This design comes from an exercise in tuning for small area and a short achievable clock period on the open sky130 flow, not from production work. Where RTL was checked, it was by simulation tests only, not by an equivalence proof against the original. No activity file was given, so power comes from the tool's default toggle rates.

// pipelined_divider
module pipelined_divider (input             clock,
                          input             reset,
                          input             input_valid,
                          input       [5:0] input_tag,
                          input      [23:0] divisor,
                          input      [31:0] dividend,
                          output reg        output_valid,
                          output reg  [5:0] output_tag,
                          output reg [31:0] quotient,
                          output reg [31:0] remainder);
Size: ~12000 cells after synthesis, about 140 I/O pins.
export LEC_CHECK = 0
export ABC_AREA = 1
export ABC_CLOCK_PERIOD_IN_PS = 3000
export CAP_MARGIN = 20
export CORE_MARGIN = 2
export CORE_UTILIZATION = 40
export CTS_CLUSTER_DIAMETER = 80
export CTS_CLUSTER_SIZE = 30
export SETUP_SLACK_MARGIN = 4.25
export SLEW_MARGIN = 20
create_clock -name core_clock -period 7.0 [get_ports {clock}]
standard.sh (not shown) runs the stock make flow with config.mk's settings and CLKGATE_MAP_FILE= SYNTH_SCRIPT=/design/flow/synth_recipe.tcl, a recipe that flattens the netlist after the stock synthesis.
==> flow/flow/run.sh <==
#!/bin/bash
set -euo pipefail
here=$(cd "$(dirname "$0")" && pwd)
source "$here/vars.sh"
bash standard.sh > flow.log 2>&1
==> flow/flow/vars.sh <==
# ORFS variables for this flow (see run.sh)
# No full-adder cell mapping in synthesis: ABC maps the adders itself.
export ADDER_MAP_FILE=
# Port buffers: a plain buffer rather than the default pick (a delay cell).
export BUFFER_PORTS_ARGS="-buffer_cell sky130_fd_sc_hd__buf_2"
The first run passed the timing, DRC and antenna checks.
Edit:
CTS_CLUSTER_DIAMETER = default   (was 80)
CTS_CLUSTER_SIZE = default   (was 30)
SETUP_SLACK_MARGIN = 4.2   (was 4.25)
After rerunning:
- cell area went down by 0.65%
- critical path depth grows by 2
- worst setup slack improved by 83 ps
- final cell count went down by 0.36%
- core utilization decreases by 0.32 points
- wire length is lower by 0.88%
- clock skew grows by 25 ps
No functional check of the RTL was part of any run of this note.

========
pipelined_divider, a different RTL version from the one above (not shown whole).
Size: about 14000 cells after synthesis, ~140 I/O pins, roughly 0.088 mm^2 of cells after synthesis.
==> flow/design.v (excerpt) <==
module pipelined_divider (input             clock,
                          input             reset,
                          input             input_valid,
                          input       [5:0] input_tag,
                          input      [23:0] divisor,
                          input      [31:0] dividend,
                          output reg        output_valid,
                          output reg  [5:0] output_tag,
                          output reg [31:0] quotient,
                          output reg [31:0] remainder);
clock: 7.0 ns
lec_check: 0
abc_area: 1
abc_clock_period_in_ps: 3000
cap_margin: 20
core_margin: 2
core_utilization: 40
setup_slack_margin: 3.9
slew_margin: 20
==> flow/flow/vars.sh <==
# ORFS variables for this flow (see run.sh)
# No full-adder cell mapping in synthesis: ABC maps the adders itself.
export ADDER_MAP_FILE=
Scripts as last shown in full above: flow/flow/run.sh
The starting point completed without violations.
==> next run, changes <==
==> flow/run.sh (new file) <==
#!/bin/bash
# synth_recipe.tcl (not shown) runs the flow's synth.tcl, then flattens the netlist and writes it again
# the make line also repeats each setting of config.mk as NAME=value (left out here)
make -C /OpenROAD-flow-scripts/flow DESIGN_CONFIG=/design/flow/config.mk WORK_HOME=/design/flow/orfs CLKGATE_MAP_FILE= SYNTH_SCRIPT=/design/flow/synth_recipe.tcl finish
Settings changed: ABC_AREA 1 to not set, SETUP_SLACK_MARGIN 3.9 to 3.6.
removed: flow/flow/run.sh
removed: flow/flow/vars.sh
removed: flow/standard.sh
After rerunning:
- worst setup slack gets worse by 390 ps
- design area drops by 3.8%
- count of clock-buffer cells in the layout went up by 6
- first-iteration DRC count goes down by 58%
- routed wire length is lower by 29%
- die area came out lower by 8.5%
- critical path depth rises by 9
- final cell count shrinks by 31%
- core utilization is higher by 2.5 points
- power fell by 3.2%
- register-to-register slack is worse by 430 ps
==> next run, changes <==
Settings changed: CORE_UTILIZATION 40 to 60, PLACE_DENSITY set to 0.7.
The new run went through all stages and came out clean. Non-clock buffer count fell by 6. Clock-buffer cell count fell by 15. Total power fell by 0.87%. Global-route usage rose by 9.4 points. Setup slack loses 4.0 ps. Fmax hardly moves. Routed wire length fell by 0.61%. Utilization rose by 23 points. Die area fell by 33%. Via count rose by 0.87%. Synthesized cell count does not change.
==> next run, changes <==
==> flow/flow/run.sh (new file) <==
#!/bin/bash
set -euo pipefail
here=$(cd "$(dirname "$0")" && pwd)
source "$here/vars.sh"
bash standard.sh > flow.log 2>&1
==> flow/flow/vars.sh (new file) <==
# ORFS variables for this flow (see run.sh)
# No full-adder cell mapping in synthesis: ABC maps the adders itself.
export ADDER_MAP_FILE=
# Port buffers: a plain buffer rather than the default pick (a delay cell).
export BUFFER_PORTS_ARGS="-buffer_cell sky130_fd_sc_hd__buf_2"
==> flow/standard.sh (new file) <==
#!/bin/bash
# synth_recipe.tcl (not shown) runs the flow's synth.tcl, then flattens the netlist and writes it again
# the make line also repeats each setting of config.mk as NAME=value (left out here)
make -C /OpenROAD-flow-scripts/flow DESIGN_CONFIG=/design/flow/config.mk WORK_HOME=/design/flow/orfs CLKGATE_MAP_FILE= SYNTH_SCRIPT=/design/flow/synth_recipe.tcl "${@:-finish}"
Settings changed: ABC_AREA set to 1, CORE_UTILIZATION 60 to 40, PLACE_DENSITY 0.7 to not set, SETUP_SLACK_MARGIN 3.6 to 4.2.
removed: flow/run.sh
Result: Sequential power is about the same. Power went up by about 5.6%. Cell area went up by about 6.6%. Core utilization went down by 25 points. Register-to-register slack gains 680 ps. Worst setup slack gains 630 ps. Synthesized area went up by about 9%. Critical path depth went down by 13. Count of clock-buffer cells in the layout went up by 5. Clock skew barely changes.
==> next run, changes <==
==> flow/run.sh (new file) <==
#!/bin/bash
# synth_recipe.tcl (not shown) runs the flow's synth.tcl, then flattens the netlist and writes it again
# the make line also repeats each setting of config.mk as NAME=value (left out here)
make -C /OpenROAD-flow-scripts/flow DESIGN_CONFIG=/design/flow/config.mk WORK_HOME=/design/flow/orfs CLKGATE_MAP_FILE= SYNTH_SCRIPT=/design/flow/synth_recipe.tcl finish
Settings changed: ABC_AREA 1 to not set, SETUP_SLACK_MARGIN 4.2 to 3.3.
removed: flow/flow/run.sh
removed: flow/flow/vars.sh
removed: flow/standard.sh
What happened: Via count is lower by a quarter to a third; total power goes down by a little under a tenth; wire length came out lower by a quarter to a third; fmax went down by about a fifth; clock skew fell by 20 ps.

========
## run a
Another version of the RTL of pipelined_divider (not shown whole).
Size in the first run: about 8,600 cells after synthesis, ~140 I/O pins.
## pipelined_divider
module pipelined_divider (input             clock,
                          input             reset,
                          input             input_valid,
                          input       [5:0] input_tag,
                          input      [23:0] divisor,
                          input      [31:0] dividend,
                          output reg        output_valid,
                          output reg  [5:0] output_tag,
                          output reg [31:0] quotient,
                          output reg [31:0] remainder);
==> flow/config.mk <==
export PLATFORM = sky130hd
export DESIGN_NAME = pipelined_divider
export DESIGN_NICKNAME = pipelined_divider
export VERILOG_FILES = /design/flow/design.v
export SDC_FILE = /design/flow/constraint.sdc
export NUM_CORES = 4
export LEC_CHECK = 0
export ABC_CLOCK_PERIOD_IN_PS = 3000
export CAP_MARGIN = 20
export CORE_MARGIN = 2
export CORE_UTILIZATION = 40
export SETUP_SLACK_MARGIN = 3.0
export SLEW_MARGIN = 20
==> flow/constraint.sdc <==
create_clock -name core_clock -period 7.0 [get_ports {clock}]
set_input_delay 1.4000 -clock core_clock [delete_from_list [all_inputs] [get_ports {clock}]]
set_output_delay 1.4000 -clock core_clock [all_outputs]
set_load 0.01 [all_outputs]
run.sh (not shown) runs the stock make flow with config.mk's settings and CLKGATE_MAP_FILE= SYNTH_SCRIPT=/design/flow/synth_recipe.tcl, a recipe that flattens the netlist after the stock synthesis.
Stock flow here: none of the scripts above is used.
diff inputs: run a => run b
- SETUP_SLACK_MARGIN: 3.0 -> 3.6
Results
- Run a → run b: cell count went up 265; time the worst path needs with I/O delays and setup went up 0.024 ns; share of the core filled with cells went up 2.6 points; worst vdd rail ir drop went down about 10%.
- Between run a and run b, the flow reports leakage power summed over all cells increasing by a few percent.
- Run b -> run a: number of instances in the synthesized netlist delta 0, exact match
- Relative to run a, the final cell area reported for run b is higher.
- Going from run a to run b, count of clock-buffer cells in the layout rose by 1.6%; fraction of the yosys area taken by sequential cells stayed essentially flat.
No run of this note included a check of the RTL's function; only the layout flow was run.

========
pipelined_divider, a different RTL version from the one above (not shown whole).
Size: about 8500 cells after synthesis, ~140 I/O pins, ~83000 um2 of cells after synthesis.
Settings: LEC_CHECK=0, ABC_CLOCK_PERIOD_IN_PS=3000, CAP_MARGIN=20, CORE_MARGIN=2, CORE_UTILIZATION=40, SETUP_SLACK_MARGIN=3.6, SLEW_MARGIN=20; clock period 7.0 ns.
The starting point ran to the end with violations: capacitance limit, slew limit.
==> next run, changes <==
- ABC_AREA: unset -> 1
What happened:
- Now the flow went through all stages and came out clean
- wire length increases by 41%
- sequential share of layout area decreases by 0.63 points
- hold slack is worse by 4.8 ps
- cell area rises by 1.6%
- sequential power rose by about 5%
No functional check of the RTL was part of any run of this note.

========
RTL: one of the versions met above, not the one the previous note started from.
Size: roughly 1,700 flip-flops, about 140 I/O pins, about 88,000 sq um of cells after synthesis.
export LEC_CHECK = 0
export ABC_AREA = 1
export ABC_CLOCK_PERIOD_IN_PS = 3000
export CAP_MARGIN = 20
export CORE_MARGIN = 2
export CORE_UTILIZATION = 40
export SETUP_SLACK_MARGIN = 3.9
export SLEW_MARGIN = 20
create_clock -name core_clock -period 7.0 [get_ports {clock}]
standard.sh (not shown) runs the stock make flow with config.mk's settings and CLKGATE_MAP_FILE= SYNTH_SCRIPT=/design/flow/synth_recipe.tcl, a recipe that flattens the netlist after the stock synthesis.
==> flow/flow/run.sh <==
#!/bin/bash
set -euo pipefail
here=$(cd "$(dirname "$0")" && pwd)
source "$here/vars.sh"
bash standard.sh > flow.log 2>&1
==> flow/flow/vars.sh <==
# ORFS variables for this flow (see run.sh)
# No full-adder cell mapping in synthesis: ABC maps the adders itself.
export ADDER_MAP_FILE=
# Port buffers: a plain buffer rather than the default pick (a delay cell).
export BUFFER_PORTS_ARGS="-buffer_cell sky130_fd_sc_hd__buf_2"
The baseline finished with timing, DRC and antenna clean.
Change:
==> flow/run.sh (new file) <==
#!/bin/bash
# synth_recipe.tcl (not shown) runs the flow's synth.tcl, then flattens the netlist and writes it again
# the make line also repeats each setting of config.mk as NAME=value (left out here)
make -C /OpenROAD-flow-scripts/flow DESIGN_CONFIG=/design/flow/config.mk WORK_HOME=/design/flow/orfs CLKGATE_MAP_FILE= SYNTH_SCRIPT=/design/flow/synth_recipe.tcl finish
Settings changed: ABC_AREA 1 to unset.
removed: flow/flow/run.sh
removed: flow/flow/vars.sh
removed: flow/standard.sh
Result: Die area is lower by 8.5%. Power is higher by about 5%. Wire length is lower by about 25%. Via count is lower by 26%. Maximum frequency is lower by 11%. Register-to-register slack is worse by 0.37 ns. Worst setup slack is worse by 0.36 ns. Final area is higher by 3.6%. Core utilization is higher by 6.1 points. Worst hold slack is better by 0.027 ns. Area after synthesis is lower by about 9%.
Change:
Settings changed: ABC_AREA set to 1.
The changed run finished with timing, DRC and antenna clean.
Synthesized area goes up by about 8%.
Design area goes down by 2.3%.
Routed wire length goes up by about 34%.
Change:
==> flow/flow/run.sh (new file) <==
#!/bin/bash
set -euo pipefail
here=$(cd "$(dirname "$0")" && pwd)
source "$here/vars.sh"
bash standard.sh > flow.log 2>&1
==> flow/flow/vars.sh (new file) <==
# ORFS variables for this flow (see run.sh)
# No full-adder cell mapping in synthesis: ABC maps the adders itself.
export ADDER_MAP_FILE=
# Port buffers: a plain buffer rather than the default pick (a delay cell).
export BUFFER_PORTS_ARGS="-buffer_cell sky130_fd_sc_hd__buf_2"
==> flow/standard.sh (new file) <==
#!/bin/bash
# synth_recipe.tcl (not shown) runs the flow's synth.tcl, then flattens the netlist and writes it again
# the make line also repeats each setting of config.mk as NAME=value (left out here)
make -C /OpenROAD-flow-scripts/flow DESIGN_CONFIG=/design/flow/config.mk WORK_HOME=/design/flow/orfs CLKGATE_MAP_FILE= SYNTH_SCRIPT=/design/flow/synth_recipe.tcl "${@:-finish}"
Settings changed: CTS_CLUSTER_DIAMETER set to 80, CTS_CLUSTER_SIZE set to 30, SETUP_SLACK_MARGIN 3.9 to 4.2.
removed: flow/run.sh
What happened:
- The changed run ran to the end with no violations
- routed wire length fell slightly
- total power fell by roughly a tenth
- non-clock buffer count fell by 8
- maximum frequency rose by roughly a tenth
- die area rose slightly
- combinational power fell by a little under a tenth
- synthesized area rose slightly

========
## v6
pipelined_divider, a different RTL version from the one above (not shown whole).
Size in the first run: roughly 1600 flip-flops, about 140 I/O pins, ~86000 µm² of cells after synthesis.
==> flow/config.mk <==
export PLATFORM = sky130hd
export DESIGN_NAME = pipelined_divider
export DESIGN_NICKNAME = pipelined_divider
export VERILOG_FILES = /design/flow/design.v
export SDC_FILE = /design/flow/constraint.sdc
export NUM_CORES = 4
export LEC_CHECK = 0
export ABC_AREA = 1
export ABC_CLOCK_PERIOD_IN_PS = 3000
export CAP_MARGIN = 20
export CORE_MARGIN = 2
export CORE_UTILIZATION = 40
export CTS_CLUSTER_DIAMETER = 80
export CTS_CLUSTER_SIZE = 30
export SETUP_SLACK_MARGIN = 4.35
export SLEW_MARGIN = 20
export TNS_END_PERCENT = 20
==> flow/constraint.sdc <==
create_clock -name core_clock -period 7.0 [get_ports {clock}]
set_input_delay 1.4000 -clock core_clock [delete_from_list [all_inputs] [get_ports {clock}]]
set_output_delay 1.4000 -clock core_clock [all_outputs]
set_load 0.01 [all_outputs]
==> flow/flow/run.sh <==
#!/bin/bash
set -euo pipefail
here=$(cd "$(dirname "$0")" && pwd)
source "$here/vars.sh"
bash standard.sh > flow.log 2>&1
==> flow/flow/vars.sh <==
# ORFS variables for this flow (see run.sh)
# No full-adder cell mapping in synthesis: ABC maps the adders itself.
export ADDER_MAP_FILE=
# Port buffers: a plain buffer rather than the default pick (a delay cell).
export BUFFER_PORTS_ARGS="-buffer_cell sky130_fd_sc_hd__buf_2"
Input-level comparison between v7 and v6:
Settings: TNS_END_PERCENT no longer set, was 20; SETUP_SLACK_MARGIN now 4.25, was 4.35.
--- outcome ---
- Buffer share of cell area up 0.42 points in v7 wrt v6
- Reported for v6 and v7, count of placed standard cells including taps turned out identical to the last digit.
- v7: fraction of power consumed by combinational cells is 0.2 points higher than what v6 reported.
- Source of the critical timing path: remainder[11] -> v7, remainder[14] -> v6
- Per the comparison of v7 with v6, area added between synthesis and finish increased 0.48 points; area of the multi-input gates essentially unchanged; maximum frequency essentially unchanged; routed length on met2 essentially unchanged; remaining number of nets flagged by the antenna check after routing essentially unchanged.
- Diff v6 -> v7: register area ~0 delta, count of final setup violators ~0 delta.

========
Another version of the RTL of pipelined_divider (not shown whole).
Size: roughly 1,600 flip-flops.
Settings: LEC_CHECK=0, ABC_AREA=1, ABC_CLOCK_PERIOD_IN_PS=3000, CAP_MARGIN=20, CORE_MARGIN=2, CORE_UTILIZATION=40, CTS_CLUSTER_DIAMETER=80, CTS_CLUSTER_SIZE=30, SETUP_SLACK_MARGIN=4.25, SLEW_MARGIN=20; clock period 7.0 ns.
Scripts as last shown in full above: flow/flow/run.sh, flow/flow/vars.sh
Next try:
--- a/flow/config.mk
+++ b/flow/config.mk
@@ -12,5 +12,3 @@
 export CORE_UTILIZATION = 40
-export CTS_CLUSTER_DIAMETER = 80
-export CTS_CLUSTER_SIZE = 30
-export SETUP_SLACK_MARGIN = 4.25
+export SETUP_SLACK_MARGIN = 4.2
 export SLEW_MARGIN = 20
Effect: Power increases by 5.7%; sequential cell count does not change; fmax stays flat; synthesized area is unchanged; setup slack barely changes; global-route usage increases by 0.15 points; final area increases by 1.3%; combinational power is about the same.
Function was not checked in any run of this note: the RTL went through the layout flow alone.

========
RTL: one of the versions met above, not the one the previous note started from.
Size: ~14000 cells after synthesis, roughly 1700 flip-flops, ~140 I/O pins, roughly 88000 µm² of cells after synthesis.
export LEC_CHECK = 0
export ABC_AREA = 1
export ABC_CLOCK_PERIOD_IN_PS = 3000
export CAP_MARGIN = 20
export CORE_MARGIN = 2
export CORE_UTILIZATION = 40
export CTS_CLUSTER_DIAMETER = 80
export CTS_CLUSTER_SIZE = 30
export SETUP_SLACK_MARGIN = 4.4
export SLEW_MARGIN = 20
create_clock -name core_clock -period 7.0 [get_ports {clock}]
Scripts as last shown in full above: flow/flow/run.sh, flow/flow/vars.sh
The first run completed with no timing, DRC or antenna violations.
Edit:
==> flow/run.sh (new file) <==
#!/bin/bash
# synth_recipe.tcl (not shown) runs the flow's synth.tcl, then flattens the netlist and writes it again
# the make line also repeats each setting of config.mk as NAME=value (left out here)
make -C /OpenROAD-flow-scripts/flow DESIGN_CONFIG=/design/flow/config.mk WORK_HOME=/design/flow/orfs CLKGATE_MAP_FILE= SYNTH_SCRIPT=/design/flow/synth_recipe.tcl finish
Settings changed: ABC_AREA 1 to unset, CTS_BUF_LIST set to sky130_fd_sc_hd__clkbuf_8, CTS_CLUSTER_DIAMETER 80 to unset, CTS_CLUSTER_SIZE 30 to unset, SETUP_SLACK_MARGIN 4.4 to 3.6.
removed: flow/flow/run.sh
removed: flow/flow/vars.sh
removed: flow/standard.sh
After rerunning: The changed run finished with timing, DRC and antenna clean; area after synthesis is lower by 8.5%; final area is lower by 6.4%; worst setup slack is worse by 0.63 ns; count of clock-buffer cells in the layout climbs by 247; cell count shrinks by 30%; first-iteration DRC count falls by 59%; worst hold slack gets worse by 0.039 ns; non-clock buffer count rises by 8; die area drops by 8.5%; maximum frequency is lower by 19%.

-- port drivers added, routing unchanged --
No port has a modelled driver above. Below, the same layouts with a new extraction and two added sets of constraints.
Step 1 sets driving cells, clkbuf_16 on the clock port and buf_2 on the other inputs (assumed; they add their load-dependent delay and slew).
Step 2 also shifts input and output timing later by t, the mid clock arrival at the registers, as if the neighbouring blocks saw the same clock.
Three values: ideal ports, drivers, drivers and shift; two values: the first two.
run	shift t [ns]	setup slack, ns	worst register clock-pin slew, ns
the first run of note 1	0.849	4.029 / 4.029 / 4.029	0.11 / 0.11
the second run of note 1	0.884	4.112 / 4.112 / 4.098	0.07 / 0.07
the first run of note 2	0.916	3.970 / 3.879 / 3.941	0.07 / 0.07
the second run of note 2	0.886	3.580 / 3.580 / 3.580	0.07 / 0.07
the third run of note 2	0.861	3.576 / 3.576 / 3.576	0.07 / 0.07
the fourth run of note 2	0.916	4.211 / 4.119 / 4.264	0.07 / 0.07
the fifth run of note 2	0.901	3.429 / 3.429 / 3.429	0.07 / 0.07
run a	0.893	2.862 / 2.862 / 2.862	0.07 / 0.07
run b	0.898	2.838 / 2.838 / 2.838	0.07 / 0.07
the first run of note 4	0.891	3.509 / 3.509 / 3.509	0.07 / 0.07
the second run of note 4	0.948	3.651 / 3.560 / 3.684	0.07 / 0.07
the first run of note 5	0.916	4.012 / 3.919 / 4.024	0.07 / 0.07
the second run of note 5	0.893	3.655 / 3.655 / 3.655	0.07 / 0.07
the third run of note 5	0.942	3.917 / 3.876 / 3.917	0.07 / 0.07
the fourth run of note 5	0.849	4.240 / 4.156 / 4.246	0.11 / 0.11
v6	0.895	4.167 / 4.077 / 4.193	0.11 / 0.11
v7	0.891	4.162 / 4.072 / 4.300	0.11 / 0.11
the first run of note 7	0.891	4.172 / 4.125 / 3.881	0.11 / 0.11
the second run of note 7	0.940	4.172 / 4.096 / 3.854	0.08 / 0.08
the first run of note 8	0.847	4.246 / 4.162 / 4.304	0.11 / 0.11
the second run of note 8	1.047	3.614 / 3.614 / 3.614	0.08 / 0.08
For the second run of note 7, which loses most, drivers alone change the setup slack by -0.076 ns; drivers and shift together by -0.318 ns.
